Source: an optimization exercise on an open RTL-to-GDS flow (aim: small area, a short achievable clock period and few clock cycles per item). Production flows keep margins and buffers that such runs may drop. Only simulation tests tie the RTL to the original design; equivalence was not proved.

==> flow/design.v (outline; a module is shown in full before it is edited, if it fits) <==
// module mat_mul: 2173 lines
module mat_mul #
    (
        parameter integer DIM_LOG = 2,
        parameter integer DIM = 2**DIM_LOG,
        parameter integer SIZE = DIM*DIM,
        parameter integer SIZE_LOG = 2*DIM_LOG,
        parameter integer DATA_WIDTH = 32
    )
    (
        input wire  s00_axi_aclk,
        input wire  s00_axi_aresetn,
        output wire  s00_axis_tready,
        input wire [DATA_WIDTH-1 : 0] s00_axis_tdata,
        input wire  s00_axis_tlast,
        input wire  s00_axis_tvalid,
        output wire  m00_axis_tvalid,
        output wire [DATA_WIDTH-1 : 0] m00_axis_tdata,
        output wire [(DATA_WIDTH/8)-1 : 0] m00_axis_tstrb,
        output wire  m00_axis_tlast,
        input wire  m00_axis_tready,
        input wire sel,
        input wire start
    );
  // ...
==> flow/run.sh <==
#!/bin/bash
# synth_recipe.tcl (not shown) runs the flow's synth.tcl, then flattens the netlist and writes it again
# the make line also repeats each setting of config.mk as NAME=value (left out here)
make -C /OpenROAD-flow-scripts/flow DESIGN_CONFIG=/design/flow/config.mk WORK_HOME=/design/flow/orfs CLKGATE_MAP_FILE= SYNTH_SCRIPT=/design/flow/synth_recipe.tcl finish
==> flow/config.mk <==
export PLATFORM = sky130hd
export DESIGN_NAME = mat_mul
export DESIGN_NICKNAME = mat_mul
export VERILOG_FILES = /design/flow/design.v
export SDC_FILE = /design/flow/constraint.sdc
export NUM_CORES = 4
export LEC_CHECK = 0
export CAP_MARGIN = 20
export CORE_MARGIN = 2
export CORE_UTILIZATION = 40
export PLACE_DENSITY = 0.6
export SETUP_SLACK_MARGIN = 5
export SLEW_MARGIN = 20
==> flow/constraint.sdc <==
create_clock -name core_clock -period 10.0 [get_ports {s00_axi_aclk}]
set_input_delay 2.0000 -clock core_clock [delete_from_list [all_inputs] [get_ports {s00_axi_aclk}]]
set_output_delay 2.0000 -clock core_clock [all_outputs]
set_load 0.01 [all_outputs]
==> out/qor.txt, run 1 <==
Reg2reg start = t2_j[0]
Flip-flop and latch area = 56600 um^2
Relative slew margins = 26.7%
Max cap viols = 0
Met1 routed wirelength after detailed routing = 123000 um
Category of the worst setup path capture point = flip-flop
GPL Wtd Cong = 0.888
Most common flop cell mapped by yosys = sky130_fd_sc_hd__edfxtp_1
GR met3 Demand/Resource = 2.73%
Share of synthesized cell area in and, or, nand and nor gates = 7.17%
Count of input and output buffers = 73
Proportion of synthesized area in mux cells = 14.9%
XOR/XNOR Fraction of Synth Area = 1.98%
Die extent in x = 516 um
Largest registers = mem_A (512), mem_B (512)
Data required time at the worst endpoint = 10.58 ns
Status = no timing/DRC/antenna violations
Clock root buffer = sky130_fd_sc_hd__clkbuf_16
Hold path start = l1
Largest net degree at the start of global routing = 98
Number of nets still failing antenna checks after routing = 0
Aggregate routed wire length = 282000 um
Global-route wire length before repair = 417000 um
Total number of vias = 61.4k
GRT Total Usage = 21.0%
Crit path largest cell delay = 0.53 ns
Share of the final layout cell area in sequential cells = 47.4%
Fraction of area in multi-input gates = 37.6%
Initial Utilization = 40.3%
Largest contributor to cell area by class = registers
Share of the clock period used by the worst path = 59.3%
Post-CTS Setup Repair Bufs = 83
CTS Sinks = 1906
Worst-path cell chain = buf_12 -> buf_12 -> buf_6 -> mux4_2 -> nand2b_4 -> fa_1 -> inv_1 -> fa_1 -> inv_1 -> fa_2 -> inv_2 -> ha_4 -> buf_4 -> and4_4 -> o311a_4 -> o311a_4 -> a2111oi_4 -> o21ai_2 -> a2111oi_4 -> o41ai_4 -> xnor2_2 -> mux2_4
Measured slew at the worst slew-check pin = 1.10 ns
Hold_buf cts = 0
Testbench counts, summed over its fixed seeds: cycles 6,504, jobs 192.
==> run 2, diff against run 1 <==
--- a/flow/design.v
+++ b/flow/design.v
@@ -37,19 +37,22 @@
     reg [3:0]  idx;          
     reg [3:0]  xi_dirty;     
     reg [3:0]  eta_dirty;    
     reg        o_v, o_l, k_v, k_l;    
     reg [31:0] r_out;
     reg [31:0] k_data;
     reg        v0, v1, v2;             
     reg [1:0]  t0_op, t1_op, t2_op;
+    reg [1:0]  t0_i, t1_i, t2_i;
+    reg [1:0]  t0_j, t1_j, t2_j;
     wire adv      = !k_v;
     wire any_dirty = (xi_dirty != 4'd0) || (eta_dirty != 4'd0);
-    wire do_out   = adv && active && (idx != 4'd0 || !any_dirty);
+    wire hazard   = v0 && ((t0_op == OP_XI && t0_i == idx[3:2]) || (t0_op == OP_ETA && t0_j == idx[1:0]));
+    wire do_out   = adv && active && (idx != 4'd0 || !any_dirty) && !hazard;
     wire do_aux   = adv && !do_out && any_dirty && (!active || idx == 4'd0);
     wire aux_xi   = xi_dirty != 4'd0;
     wire [1:0] xi_sel  = xi_dirty[0] ? 2'd0 : xi_dirty[1] ? 2'd1 : xi_dirty[2] ? 2'd2 : 2'd3;
     wire [1:0] eta_sel = eta_dirty[0] ? 2'd0 : eta_dirty[1] ? 2'd1 : eta_dirty[2] ? 2'd2 : 2'd3;
     wire a_safe = (wr_addr[3:2] < idx[3:2]) ||
                   (wr_addr[3:2] == idx[3:2] && (idx[1:0] != 2'd0 || do_out));
     wire b_busy = active || (v0 && t0_op == OP_OUT && !adv);
     wire wr_ok  = f_sel0 ? !b_busy : (!active || a_safe);
@@ -89,18 +92,16 @@
             wr_addr <= f_last0 ? 4'd0 : wr_addr + 4'd1;
     end
     always @(posedge s00_axi_aclk) begin
         if (wr_A)
             mem_A[wr_addr] <= f_data0;
         if (wr_B)
             mem_B[wr_addr] <= f_data0;
     end
-    reg [1:0]  t0_i, t1_i, t2_i;
-    reg [1:0]  t0_j, t1_j, t2_j;
     reg        l0, l1, l2;
     reg [31:0] a0, a1, a2, a3;         
     wire [1:0] iss_op = do_out ? OP_OUT : aux_xi ? OP_XI : OP_ETA;
     wire [1:0] iss_i  = do_out ? idx[3:2] : xi_sel;
     wire [1:0] iss_j  = do_out ? idx[1:0] : eta_sel;
     always @(posedge s00_axi_aclk) begin
         if (rst) begin
             active    <= 1'b0;
@@ -1719,26 +1720,32 @@
   wire t2_953 = t2_892 ^ t2_893 ^ t2_831;
   wire t2_954 = (t2_892 & t2_893) | (t2_892 & t2_831) | (t2_893 & t2_831);
   wire t2_955 = t2_894 ^ t2_895 ^ t2_835;
   wire t2_956 = (t2_894 & t2_895) | (t2_894 & t2_835) | (t2_895 & t2_835);
   wire t2_957 = t2_896 ^ t2_897 ^ t2_839;
   wire t2_958 = (t2_896 & t2_897) | (t2_896 & t2_839) | (t2_897 & t2_839);
   wire t2_959 = t2_898 ^ t2_899 ^ t2_843;
   wire t2_960 = (t2_898 & t2_899) | (t2_898 & t2_843) | (t2_899 & t2_843);
+    reg [31:0] xi0, xi1, xi2, xi3;
+    reg [31:0] eta0, eta1, eta2, eta3;
+    reg [31:0] c_xi, c_eta;
+    wire       is_out1 = (t1_op == OP_OUT);
     always @(posedge s00_axi_aclk) begin
         if (rst)
             v2 <= 1'b0;
         else if (adv)
             v2 <= v1;
         if (adv) begin
             t2_op <= t1_op;
             t2_i  <= t1_i;
             t2_j  <= t1_j;
             l2    <= l1;
+            c_xi  <= is_out1 ? ~((t1_i == 2'd0) ? xi0 : (t1_i == 2'd1) ? xi1 : (t1_i == 2'd2) ? xi2 : xi3) : 32'd0;
+            c_eta <= is_out1 ? ~((t1_j == 2'd0) ? eta0 : (t1_j == 2'd1) ? eta1 : (t1_j == 2'd2) ? eta2 : eta3) : 32'd0;
       s2_0_0[0] <= p0_pp0_0;
       s2_0_1[0] <= p0_ng0;
       s2_0_0[1] <= p0_pp0_1;
       s2_0_0[2] <= t2_421;
       s2_0_1[2] <= p0_ng1;
       s2_0_0[3] <= t2_422;
       s2_0_1[3] <= t2_423;
       s2_0_0[4] <= t2_424;
@@ -1859,23 +1866,17 @@
       s2_1_0[30] <= t2_956;
       s2_1_1[30] <= t2_957;
       s2_1_0[31] <= t2_958;
       s2_1_1[31] <= t2_959;
       s2_0_1[1] <= 1'b0;
       s2_1_1[1] <= 1'b0;
         end
     end
-    reg [31:0] xi0, xi1, xi2, xi3;
-    reg [31:0] eta0, eta1, eta2, eta3;
     wire        is_out = (t2_op == OP_OUT);
-    wire [31:0] xi_i   = (t2_i == 2'd0) ? xi0 : (t2_i == 2'd1) ? xi1 : (t2_i == 2'd2) ? xi2 : xi3;
-    wire [31:0] eta_j  = (t2_j == 2'd0) ? eta0 : (t2_j == 2'd1) ? eta1 : (t2_j == 2'd2) ? eta2 : eta3;
-    wire [31:0] c_xi   = is_out ? ~xi_i : 32'd0;
-    wire [31:0] c_eta  = is_out ? ~eta_j : 32'd0;
     wire        c_two  = is_out;
   wire t3_1 = c_xi[0] ^ c_eta[0] ^ s2_0_0[0];
   wire t3_2 = (c_xi[0] & c_eta[0]) | (c_xi[0] & s2_0_0[0]) | (c_eta[0] & s2_0_0[0]);
   wire t3_3 = c_xi[1] ^ c_eta[1] ^ c_two;
   wire t3_4 = (c_xi[1] & c_eta[1]) | (c_xi[1] & c_two) | (c_eta[1] & c_two);
   wire t3_5 = c_xi[2] ^ c_eta[2] ^ s2_0_0[2];
   wire t3_6 = (c_xi[2] & c_eta[2]) | (c_xi[2] & s2_0_0[2]) | (c_eta[2] & s2_0_0[2]);
   wire t3_7 = s2_0_1[2] ^ s2_1_0[2];
==> out/qor.txt, run 2 <==
Remaining DRCs = 0
Top area cells in the synthesized netlist = sky130_fd_sc_hd__edfxtp_1 54%, sky130_fd_sc_hd__fa_1 9.7%, sky130_fd_sc_hd__mux4_2 6.7%
Measured slew at the worst slew-check pin = 1.09 ns (-0.00895 ns)
Syn Std Cell Area = 106000 um^2
Met1 Track Usage GR = 29.2%
Clock transition time at the flip-flop clock pins of the worst setup and hold paths = 0.06 ns
Category of the worst setup path capture point = flip-flop
Capturing element of the worst setup path = r_out[19]
Area Growth Syn to Fin = 12.4%
Final core utilization = 45.2%
Count of input and output buffers = 73 (unchanged)
Global-route wire length before repair = 410000 um (-1.6%)
Worst-path cell chain = nor2_4 -> fa_1 -> fa_1 -> inv_2 -> fa_1 -> inv_2 -> ha_4 -> a21oi_2 -> and4b_1 -> o31a_1 -> o211ai_1 -> buf_4 -> a21oi_2 -> o41a_1 -> a21o_1 -> a21oi_4 -> xnor2_4 -> mux2_4
Number of violations reported at the end of detailed-routing iteration 0 = 5797
Total number of vias = 60.8k (-0.95%)
Worst Path Arrival = 5.52 ns
Initial antenna violation count = 4
Kind of path behind the tightest hold check = reg2reg
Commonest cells in the netlist = 1910 x sky130_fd_sc_hd__edfxtp_1, 698 x sky130_fd_sc_hd__inv_1, 532 x sky130_fd_sc_hd__mux2i_1
Critical Path Fanout Max = 6
Most common library cell in the layout ignoring fill and taps = sky130_fd_sc_hd__edfxtp_1
Highest Clock Rate = 202 MHz
Library cell contributing the largest single delay on the critical path = sky130_fd_sc_hd__fa_1
Fin. max-slew vios = 0
Initial DRT Pass Iterations = 6
Clock latency (worst-skew pair) = 0.89 ns
Final-layout setup total negative slack = 0 ns
Number of enable flip-flop cells after synthesis = 1910
Share of the clock period used by the worst path = 49.5% (-9.8 points)
CTS Sinks = 1970 (+3.4%)
Buffers and inverters on the worst path = 3
Critical path start-end classification = reg2reg
Share of the yosys chip area belonging to registers = 55.0%
CTS tree = built
Time the final worst path needs with I/O delays and setup = 4.95 ns
Hold path start = l1
GRT Total Usage = 20.2% (-0.78 points)
Worst path top cell family by delay = adder cells
Leading cell type by number of instances after synthesis = sky130_fd_sc_hd__edfxtp_1
GPL Wtd Cong = 0.851 (-4.1%)
Max cap viols = 0 (unchanged)
DIE AREA = 270000 um^2
Detail-routed via count per cell = 5.40
Final hold violation count = 0
Crit path largest cell delay = 0.53 ns (about the same)
Boundary pin count = 78
Cell count of the worst reg-to-reg path = 18
Number of buffers added by the clock tree synthesis step = 201
GR met3 Demand/Resource = 2.49% (-0.24 points)
Final WS setup = 5.05 ns
R2r setup slk = 5.05 ns
Final setup violation count = 0
Crit path top cell by count = sky130_fd_sc_hd__fa_1
Die extent in x = 520 um (+0.78%)
Detail-routed net length per standard cell = 24.6 um
Skew final = 0.0964 ns
Number of nets in the finished design = 8327
Worst r2r dst = r_out[19]
Global routing's busiest layer = met2
Depth of the critical timing path with buffers and inverters included = 18
Aggregate routed wire length = 277000 um (-1.7%)
Worst Hold Slack = 0.418 ns
Gr ovfl total = 0
Setup crit start kind = flip-flop
Top-area cell type share of the netlist area = 53.9%
Synthesized area per cell = 14.3 um^2
Number of global-route vias before repair = 61.4k
Worst setup slack before clock tree synthesis = 4.17 ns
Largest registers = mem_A (512), mem_B (512)
Largest net degree at the start of global routing = 108 (+10%)
Unrepaired setup endpoints after global routing = yes
Data required time at the worst endpoint = 10.58 ns (about the same)
M2 GR Usage = 31.8%
Die height = 520 um
Buffers from clock root to sink, at most = 3
Status = no timing/DRC/antenna violations
Most frequent cells in the layout = 1910 x sky130_fd_sc_hd__edfxtp_1, 694 x sky130_fd_sc_hd__inv_1, 532 x sky130_fd_sc_hd__mux2i_1, 515 x sky130_fd_sc_hd__fa_1, 414 x sky130_fd_sc_hd__nor2b_1
Number of synthesis warnings = 1
Core area = 265000 um^2
Share of final-layout standard cells stronger than drive strength 1 = 16.5%
Initial Utilization = 40.2% (-0.089 points)
Synthesized netlist cell count = 7451
Num rows = 189
Fraction of registers with async set/reset = 0%
Post-DP HPWL = 177000 um
Flip-flop and latch count after synthesis = 1970
Number of nets still failing antenna checks after routing = 0 (unchanged)
Clock root buffer = sky130_fd_sc_hd__clkbuf_16
# H-tree levels = 4
Relative slew margins = 27.1% (+0.42 points)
Synth unique cells = 81
Most common flop cell mapped by yosys = sky130_fd_sc_hd__edfxtp_1
Leading area contributor after synthesis = sky130_fd_sc_hd__edfxtp_1
Reg2reg start = t2_op[0]
Source of the critical timing path = t2_op[0]
[run 2: repair_timing]
action                                  CTS  global route
endpoints found under the setup margin  284           123
cloned                                    1             0
buffers inserted                         30           101
hold buffers                              0             0
pin swaps                                 2            24
resized for setup                        28            57
[run 2: worst min path at each step]
stage / endpoint / slack [ns] / depth (start not counted)
floorplan: l1 / 0.40 / 0
global placement: l2 / 0.41 / 0
detailed placement: l2 / 0.40 / 0
CTS: l2 / 0.42 / 0
global route: l1 / 0.43 / 0
finish: l2 / 0.42 / 0
[run 2: cell families (layout without fill, tap and decap cells)]
group                    count (synthesis)  in the layout  share of synthesized area (%)
AND/OR/NAND/NOR                       1432           1432                           6.87
other                                    1              7                        0.00352
multiplexers                          1122           1122                           14.6
AO/OA/AOI/OAI                          762            762                           4.92
buffers and inverters                 1172           1433                           4.18
adder cells (fa/ha/maj)                742            742                           12.4
flip-flops                            1970           1970                           55.0
XOR/XNOR                               250            250                           2.07
[run 2: through the flow]
stage               cells  cell area [um^2]
floorplan            7454            106000
global placement    10700            111000
detailed placement  10700            111000
CTS                 11100            118000
global route        11200            120000
finish              11300            120000
[run 2: final cells by class]
cell class,count,area [um^2]
clock buffer,241,5200
sequential,1970,58600
fill,23300,145000
multi-input combinational,4312,44000
timing repair buffer,363,3370
clock inverter,131,1460
antenna,3,7.51
inverter,698,2640
tap,3533,4420
[run 2: layer usage]
layer / routed length (um) / share of wire (%)
met3: 14900 / 5.4
met5: 0 / 0
met4: 9290 / 3.4
met2: 128000 / 46
met1: 125000 / 45
[run 2: worst register-to-register path, stage by stage (launching register included)]
cell and delay (ns):
sky130_fd_sc_hd__edfxtp_1 0.43, sky130_fd_sc_hd__nor2_4 0.17, sky130_fd_sc_hd__fa_1 0.45, sky130_fd_sc_hd__fa_1 0.51, sky130_fd_sc_hd__inv_2 0.04, sky130_fd_sc_hd__fa_1 0.53, sky130_fd_sc_hd__inv_2 0.06, sky130_fd_sc_hd__ha_4 0.21
sky130_fd_sc_hd__a21oi_2 0.12, sky130_fd_sc_hd__and4b_1 0.22, sky130_fd_sc_hd__o31a_1 0.29, sky130_fd_sc_hd__o211ai_1 0.16, sky130_fd_sc_hd__buf_4 0.17, sky130_fd_sc_hd__a21oi_2 0.06, sky130_fd_sc_hd__o41a_1 0.48, sky130_fd_sc_hd__a21o_1 0.20
sky130_fd_sc_hd__a21oi_4 0.20, sky130_fd_sc_hd__xnor2_4 0.13, sky130_fd_sc_hd__mux2_4 0.28
Testbench counts of run 2, summed over its fixed seeds: cycles 6,504, jobs 192.
==> run 3, diff against run 2 <==
--- a/flow/config.mk
+++ b/flow/config.mk
@@ -10,2 +10,3 @@
 export CORE_UTILIZATION = 40
+export CTS_BUF_LIST = sky130_fd_sc_hd__clkbuf_8
 export PLACE_DENSITY = 0.6
==> out/qor.txt, run 3 <==
Core area = 265000 um^2 (unchanged)
Worst Path Arrival = 5.58 ns (+0.06 ns)
Reg2reg start = t2_op[0]
Die extent in x = 520 um (unchanged)
Global-route wire length before repair = 412000 um (+0.60%)
Most common flop cell mapped by yosys = sky130_fd_sc_hd__edfxtp_1
Synth unique cells = 81 (unchanged)
Hold path start = l1
Most frequent cells in the layout = 1910 x sky130_fd_sc_hd__edfxtp_1, 790 x sky130_fd_sc_hd__inv_1, 532 x sky130_fd_sc_hd__mux2i_1, 514 x sky130_fd_sc_hd__fa_1, 414 x sky130_fd_sc_hd__nor2b_1
Placed insts = 10.7k (unchanged)
Detail-routed net length per standard cell = 24.4 um (-0.92%)
Remaining DRCs = 0 (unchanged)
CTS tree = built
Synthesized netlist cell count = 7451 (unchanged)
Initial antenna violation count = 7 (+3)
Initial Utilization = 40.2% (unchanged)
Gr ovfl total = 0 (unchanged)
Final core utilization = 45.1% (-0.10 points)
Initial DRT Pass Iterations = 5 (-1)
DR top layer = met5
Top-area cell type share of the netlist area = 53.9% (unchanged)
Number of nets in the finished design = 8449 (+1.5%)
Setup crit start kind = flip-flop
Number of buffers added by the clock tree synthesis step = 324 (+61%)
Max cap viols = 0 (unchanged)
Measured slew at the worst slew-check pin = 1.18 ns (+0.0901 ns)
Kind of path behind the tightest hold check = reg2reg
Final WS setup = 5.06 ns (+0.00803 ns)
Number of synthesis warnings = 1 (unchanged)
Skew final = 0.108 ns (+0.0113 ns)
Number of nets still failing antenna checks after routing = 0 (unchanged)
Number of violations reported at the end of detailed-routing iteration 0 = 5498 (-5.2%)
Min-Delay Path Depth = 0 (unchanged)
Leading cell type by number of instances after synthesis = sky130_fd_sc_hd__edfxtp_1
Category of the worst setup path capture point = flip-flop
Synthesized area per cell = 14.3 um^2 (unchanged)
Time the final worst path needs with I/O delays and setup = 4.94 ns (-0.00803 ns)
Worst-case hold path end point = l2
DIE AREA = 270000 um^2 (unchanged)
CTS Sinks = 1970 (unchanged)
Worst r2r dst = eta0[31]
Status = no timing/DRC/antenna violations
Data required time at the worst endpoint = 10.64 ns (+0.06 ns)
# H-tree levels = 5 (+1)
Share of the clock period used by the worst path = 49.4% (-0.080 points)
Syn Std Cell Area = 106000 um^2 (unchanged)
Buffers from clock root to sink, at most = 4 (+1)
Cell count of the worst reg-to-reg path = 20 (+2)
Critical path start-end classification = reg2reg
Final setup violation count = 0 (unchanged)
Crit path top cell by count = sky130_fd_sc_hd__fa_1
Area Growth Syn to Fin = 12.1%
Post-Layout Inst Area = 119000 um^2 (-0.23%)
Commonest cells in the netlist = 1910 x sky130_fd_sc_hd__edfxtp_1, 698 x sky130_fd_sc_hd__inv_1, 532 x sky130_fd_sc_hd__mux2i_1
Library cell contributing the largest single delay on the critical path = sky130_fd_sc_hd__fa_1
Wire length on met3 = 17300 um (+16%)
Number of enable flip-flop cells after synthesis = 1910 (unchanged)
Placed standard-cell area = 111000 um^2 (unchanged)
Clock latency (worst-skew pair) = 1.08 ns (+0.19 ns)
GRT Total Usage = 20.3% (+0.069 points)
Share of final-layout standard cells stronger than drive strength 1 = 17.8% (+1.3 points)
Clock transition time at the flip-flop clock pins of the worst setup and hold paths = 0.06 ns (about the same)
Unrepaired setup endpoints after global routing = yes
Top area cells in the synthesized netlist = sky130_fd_sc_hd__edfxtp_1 54%, sky130_fd_sc_hd__fa_1 9.7%, sky130_fd_sc_hd__mux4_2 6.7%
Final hold violation count = 0 (unchanged)
Num rows = 189 (unchanged)
Aggregate routed wire length = 280000 um (+0.87%)
Largest net degree at the start of global routing = 108 (unchanged)
GPL Wtd Cong = 0.851 (unchanged)
Boundary pin count = 78 (unchanged)
Most common library cell in the layout ignoring fill and taps = sky130_fd_sc_hd__edfxtp_1
Count of input and output buffers = 73 (unchanged)
Met1 routed wirelength after detailed routing = 125000 um (-0.28%)
Number of global-route vias before repair = 62.5k (+1.9%)
Largest registers = mem_A (512), mem_B (512)
Highest Clock Rate = 202 MHz (+0.16%)
Total number of vias = 61.6k (+1.3%)
Critical Path Fanout Max = 8 (+2)
Fin. max-slew vios = 0 (unchanged)
Met2 routed wirelength = 128000 um (about the same)
Flip-flop and latch count after synthesis = 1970 (unchanged)
Worst setup slack before clock tree synthesis = 4.17 ns (unchanged)
Final-layout setup total negative slack = 0 ns (unchanged)
Worst-path cell chain = nor2_4 -> fa_1 -> fa_1 -> inv_2 -> fa_1 -> inv_2 -> ha_4 -> a21oi_2 -> and4b_1 -> o31a_1 -> o211ai_1 -> buf_4 -> buf_6 -> a211oi_4 -> o21ai_2 -> buf_6 -> a31oi_4 -> a21oi_4 -> o21ba_4 -> xnor2_4
Die height = 520 um (unchanged)
R2r setup slk = 5.06 ns (about the same)
Post-DP HPWL = 177000 um (unchanged)
Fraction of registers with async set/reset = 0% (unchanged)
Hold_buf cts = 0 (unchanged)
Detail-routed via count per cell = 5.38 (-0.47%)
Clock root buffer = sky130_fd_sc_hd__clkbuf_8
Leading area contributor after synthesis = sky130_fd_sc_hd__edfxtp_1
Final instance count without filler cells = 11.5k (+1.8%)
Share of the yosys chip area belonging to registers = 55.0% (unchanged)
Relative slew margins = 20.7% (-6.4 points)
Crit path largest cell delay = 0.53 ns (about the same)
run 3: cell counts after synthesis:
Identical to the previous run, type by type.
run 3: worst max-delay path, delay by kind of cell, from the launching register on:
kind | cells | cell delay (ns)
adders and majority gates | 4 | 1.75
and+or+nand+nor | 2 | 0.44
AOI/OAI and AO/OA | 8 | 1.30
xor gates and xnor gates | 1 | 0.16
DFF | 1 | 0.43
buffers and inverters | 5 | 0.52
run 3: worst max-delay path by stage:
stage               startpoint          to  slack, ns  cells after the start
2_1_floorplan  s00_axis_tvalid  f_data1[0]       5.04                      2
3_3_place_gp          t2_op[0]   r_out[30]       4.12                     17
3_5_place_dp          t2_op[0]   r_out[30]       4.17                     17
4_1_cts              s2_0_0[7]   r_out[30]       4.95                     16
5_1_grt               t2_op[0]    eta0[31]       4.87                     20
6_report              t2_op[0]    eta0[31]       5.06                     20
run 3: metal layers:
layer  vias to the layer above  GRT usage [%]
li1                      27300              -
met3                       432           2.71
met4                         2           6.82
met1                     31700           29.2
met2                      2103           31.8
met5                         -              0
run 3: through the flow:
step / hold WS, ns
3_3_place_gp: 0.409
4_1_cts: 0.423
3_5_place_dp: 0.405
5_1_grt: 0.439
2_1_floorplan: 0.400
6_report: 0.421
run 3: area by class of cell:
class,instances,area (um^2)
timing repair buffer,362,3400
inverter,698,2640
multi-input combinational,4312,44000
fill,23500,145000
sequential,1970,58600
antenna,4,10.0
clock inverter,238,1640
clock buffer,338,4650
tap,3533,4420
run 3: cell families (layout without fill, tap and decap cells):
kind of cell,after synthesis,count (layout),share of synthesized area (%)
xor gates and xnor gates,250,250,2.07
DFF,1970,1970,55.0
and+or+nand+nor,1432,1432,6.87
other,1,8,0.00352
adders and majority gates,742,742,12.4
muxes,1122,1122,14.6
buffers and inverters,1172,1636,4.18
AOI/OAI and AO/OA,762,762,4.92
run 3: what timing repair did:
action                                  4_1_cts  5_1_grt
cloned                                        1        2
buffers inserted                             36       91
pin swaps                                     4       32
gates resized for setup                      31       74
endpoints found under the setup margin      297      197
==> run 4, diff against run 3 <==
--- a/flow/config.mk
+++ b/flow/config.mk
@@ -9,5 +9,4 @@
 export CORE_MARGIN = 2
-export CORE_UTILIZATION = 40
-export CTS_BUF_LIST = sky130_fd_sc_hd__clkbuf_8
-export PLACE_DENSITY = 0.6
+export CORE_UTILIZATION = 60
+export PLACE_DENSITY = 0.75
 export SETUP_SLACK_MARGIN = 5
==> out/qor.txt, run 4 <==
Status = no timing/DRC/antenna violations
Final hold violation count = 0 (unchanged)
Fin. max-slew vios = 0 (unchanged)
Global-route wire length before repair = 405000 um (-1.8%)
Placed standard-cell area = 110000 um^2 (-1.2%)
Remaining DRCs = 0 (unchanged)
Count of input and output buffers = 73 (unchanged)
Crit path largest cell delay = 0.51 ns (-0.02 ns)
Gr ovfl total = 0 (unchanged)
Crit path top cell by count = sky130_fd_sc_hd__fa_1
GRT Total Usage = 30.1% (+9.8 points)
Wire length on met3 = 21800 um (+26%)
Category of the worst setup path capture point = flip-flop
Max cap viols = 0 (unchanged)
Unrepaired setup endpoints after global routing = yes
Worst r2r dst = eta0[31]
Flip-flop and latch count after synthesis = 1970 (unchanged)
Relative slew margins = 22.2% (+1.5 points)
Detail-routed via count per cell = 6.26 (+16%)
Die extent in x = 425 um (-18%)
Buffers from clock root to sink, at most = 3 (-1)
Clock latency (worst-skew pair) = 0.84 ns (-0.24 ns)
Share of final-layout standard cells stronger than drive strength 1 = 16.6% (-1.2 points)
Critical Path Fanout Max = 8 (unchanged)
Highest Clock Rate = 201 MHz (-0.97%)
Number of global-route vias before repair = 63.2k (+1.0%)
Reg2reg start = t2_op[0]
Time the final worst path needs with I/O delays and setup = 4.99 ns (+0.0483 ns)
Library cell contributing the largest single delay on the critical path = sky130_fd_sc_hd__fa_1
Worst path top cell family by delay = adder cells
Most frequent cells in the layout = 1910 x sky130_fd_sc_hd__edfxtp_1, 696 x sky130_fd_sc_hd__inv_1, 532 x sky130_fd_sc_hd__mux2i_1, 515 x sky130_fd_sc_hd__fa_1, 414 x sky130_fd_sc_hd__nor2b_1
Number of nets still failing antenna checks after routing = 0 (unchanged)
Synth unique cells = 81 (unchanged)
Initial DRT Pass Iterations = 8 (+3)
Skew final = 0.0463 ns (-0.0614 ns)
Met1 routed wirelength after detailed routing = 109000 um (-13%)
Number of nets in the finished design = 8320 (-1.5%)
Post-DP HPWL = 170000 um (-4.0%)
R2r setup slk = 5.01 ns (-0.05 ns)
Synthesized area per cell = 14.3 um^2 (unchanged)
Detail-routed net length per standard cell = 27.0 um (+11%)
Most common flop cell mapped by yosys = sky130_fd_sc_hd__edfxtp_1
Initial Utilization = 60.4% (+20 points)
Met2 routed wirelength = 129000 um (+0.35%)
Die height = 425 um (-18%)
Post-Layout Inst Area = 118000 um^2 (-1.2%)
Number of violations reported at the end of detailed-routing iteration 0 = 7293 (+33%)
Final instance count without filler cells = 10.0k (-12%)
CTS tree = built
Number of buffers added by the clock tree synthesis step = 192 (-41%)
Area Growth Syn to Fin = 10.7%
Number of synthesis warnings = 1 (unchanged)
Data required time at the worst endpoint = 10.51 ns (-0.13 ns)
Commonest cells in the netlist = 1910 x sky130_fd_sc_hd__edfxtp_1, 698 x sky130_fd_sc_hd__inv_1, 532 x sky130_fd_sc_hd__mux2i_1
Capturing element of the worst setup path = eta0[31]
Synthesized netlist cell count = 7451 (unchanged)
Largest net degree at the start of global routing = 164 (+52%)
Measured slew at the worst slew-check pin = 1.16 ns (-0.0180 ns)
Number of enable flip-flop cells after synthesis = 1910 (unchanged)
Final core utilization = 66.9% (+22 points)
Worst Path Arrival = 5.50 ns (-0.08 ns)
Most common library cell in the layout ignoring fill and taps = sky130_fd_sc_hd__edfxtp_1
Top area cells in the synthesized netlist = sky130_fd_sc_hd__edfxtp_1 54%, sky130_fd_sc_hd__fa_1 9.7%, sky130_fd_sc_hd__mux4_2 6.7%
Final-layout setup total negative slack = 0 ns (unchanged)
Num rows = 154 (-19%)
DR top layer = met5
Cell count of the worst reg-to-reg path = 18 (-10%)
Source of the critical timing path = t2_op[0]
Boundary pin count = 78 (unchanged)
Syn Std Cell Area = 106000 um^2 (unchanged)
Initial antenna violation count = 2 (-5)
Worst-path cell chain = nor2_4 -> fa_1 -> fa_1 -> inv_1 -> fa_1 -> inv_1 -> ha_4 -> a21oi_2 -> and4b_1 -> o31a_1 -> o211ai_1 -> buf_4 -> a211oi_2 -> o21ai_1 -> a31oi_1 -> a21oi_2 -> o21ba_2 -> xnor2_4
Leading area contributor after synthesis = sky130_fd_sc_hd__edfxtp_1
Final setup violation count = 0 (unchanged)
Fillers = 11.9k (-49%)
Setup crit start kind = flip-flop
Clock root buffer = sky130_fd_sc_hd__clkbuf_16
GPL Wtd Cong = 0.932 (+9.5%)
Kind of path behind the tightest hold check = reg2reg
Aggregate routed wire length = 272000 um (-2.8%)
Top-area cell type share of the netlist area = 53.9% (unchanged)
# H-tree levels = 4 (-1)
Placed insts = 9567 (-11%)
DIE AREA = 181000 um^2 (-33%)
Share of the clock period used by the worst path = 49.9% (+0.48 points)
Total number of vias = 62.9k (+2.1%)
Share of the yosys chip area belonging to registers = 55.0% (unchanged)
Critical path start-end classification = reg2reg
CTS Sinks = 1970 (unchanged)
Buffers and inverters on the worst path = 3 (-2)
Leading cell type by number of instances after synthesis = sky130_fd_sc_hd__edfxtp_1
Largest registers = mem_A (512), mem_B (512)
Clock transition time at the flip-flop clock pins of the worst setup and hold paths = 0.06 ns (about the same)
Core area = 176000 um^2 (-33%)
Depth of the critical timing path with buffers and inverters included = 18 (-10%)
Fraction of registers with async set/reset = 0% (unchanged)
## run 4: area by class of cell
cell class	instances	area, um^2	share of cell area (%)
multi-input combinational	4314	44000	37.3
clock inverter	102	1250	1.06
clock buffer	255	5310	4.50
timing repair buffer	363	3190	2.70
inverter	698	2640	2.24
antenna	4	10.0	0.00849
sequential	1970	58600	49.7
tap	2340	2930	2.48
## run 4: worst min path at each step
stage               depth (start not counted)  slack (ns)          to       start
floorplan                                   0        0.40          l1          l0
detailed placement                          2        0.43   k_data[9]   k_data[9]
global placement                            2        0.42  k_data[21]  k_data[21]
global route                                2        0.47   k_data[6]   k_data[6]
finish                                      2        0.44   k_data[9]   k_data[9]
CTS                                         2        0.45   k_data[9]   k_data[9]
## run 4: kinds of logic after synthesis
kind of cell,share of synthesized area (%)
DFF,55.0
buffers and inverters,4.18
and+or+nand+nor,6.87
AOI/OAI and AO/OA,4.92
muxes,14.6
other,0.00352
adders and majority gates,12.4
xor gates and xnor gates,2.07
## run 4: worst register-to-register path, delay by kind of cell (launching register included)
| kind | cells | cell delay [ns] |
|---|---|---|
| DFF | 1 | 0.43 |
| AOI/OAI and AO/OA | 8 | 1.63 |
| and+or+nand+nor | 2 | 0.46 |
| xor gates and xnor gates | 1 | 0.17 |
| adders and majority gates | 4 | 1.71 |
| buffers and inverters | 3 | 0.30 |
## run 4: routing by layer
metal	track usage [%]	up-vias
li1	-	27000
met1	42.9	32200
met2	47.3	3136
met3	4.12	573
met4	12.3	2
met5	0	-
## run 4: timing repair
item | CTS | global route
endpoints found under the setup margin | 312 | 305
resized for setup | 27 | 54
endpoints found under the hold margin | 0 | 0
hold buffers | 0 | 0
pin swaps | 3 | 22
buffers inserted | 28 | 87
gates cloned | 0 | 3
## run 4: stage by stage
stage          hold WS (ns)  setup slack, ns
6_report              0.444             5.01
3_5_place_dp          0.432             4.10
2_1_floorplan         0.400             5.04
5_1_grt               0.467             4.90
4_1_cts               0.445             4.90
3_3_place_gp          0.422             4.33

what the ideal ports hide:
Ports are ideal in the flow. The routed layouts listed here were re-timed in OpenROAD.
Step 1: set_driving_cell puts a clkbuf_16 on s00_axi_aclk and a buf_2 on each other input, an assumption about the parent block.
Step 2 moves the port delays by t, midway between the first and last clock arrival at a register: inputs arrive t later, outputs are due t later. That takes back most of the time a late clock gives input paths.
Slacks: no drivers / after step 1 / after step 2; pairs: no drivers / after step 1.
run	t (ns)	setup slack, ns	cell pins on the clock port's net
run 1	0.932	4.069 / 4.069 / 4.069	1
run 2	0.934	5.053 / 5.053 / 5.053	1
run 3	1.079	5.062 / 5.062 / 5.062	1
run 4	0.915	5.013 / 5.013 / 5.013	1
After both steps every run listed still meets setup and hold.
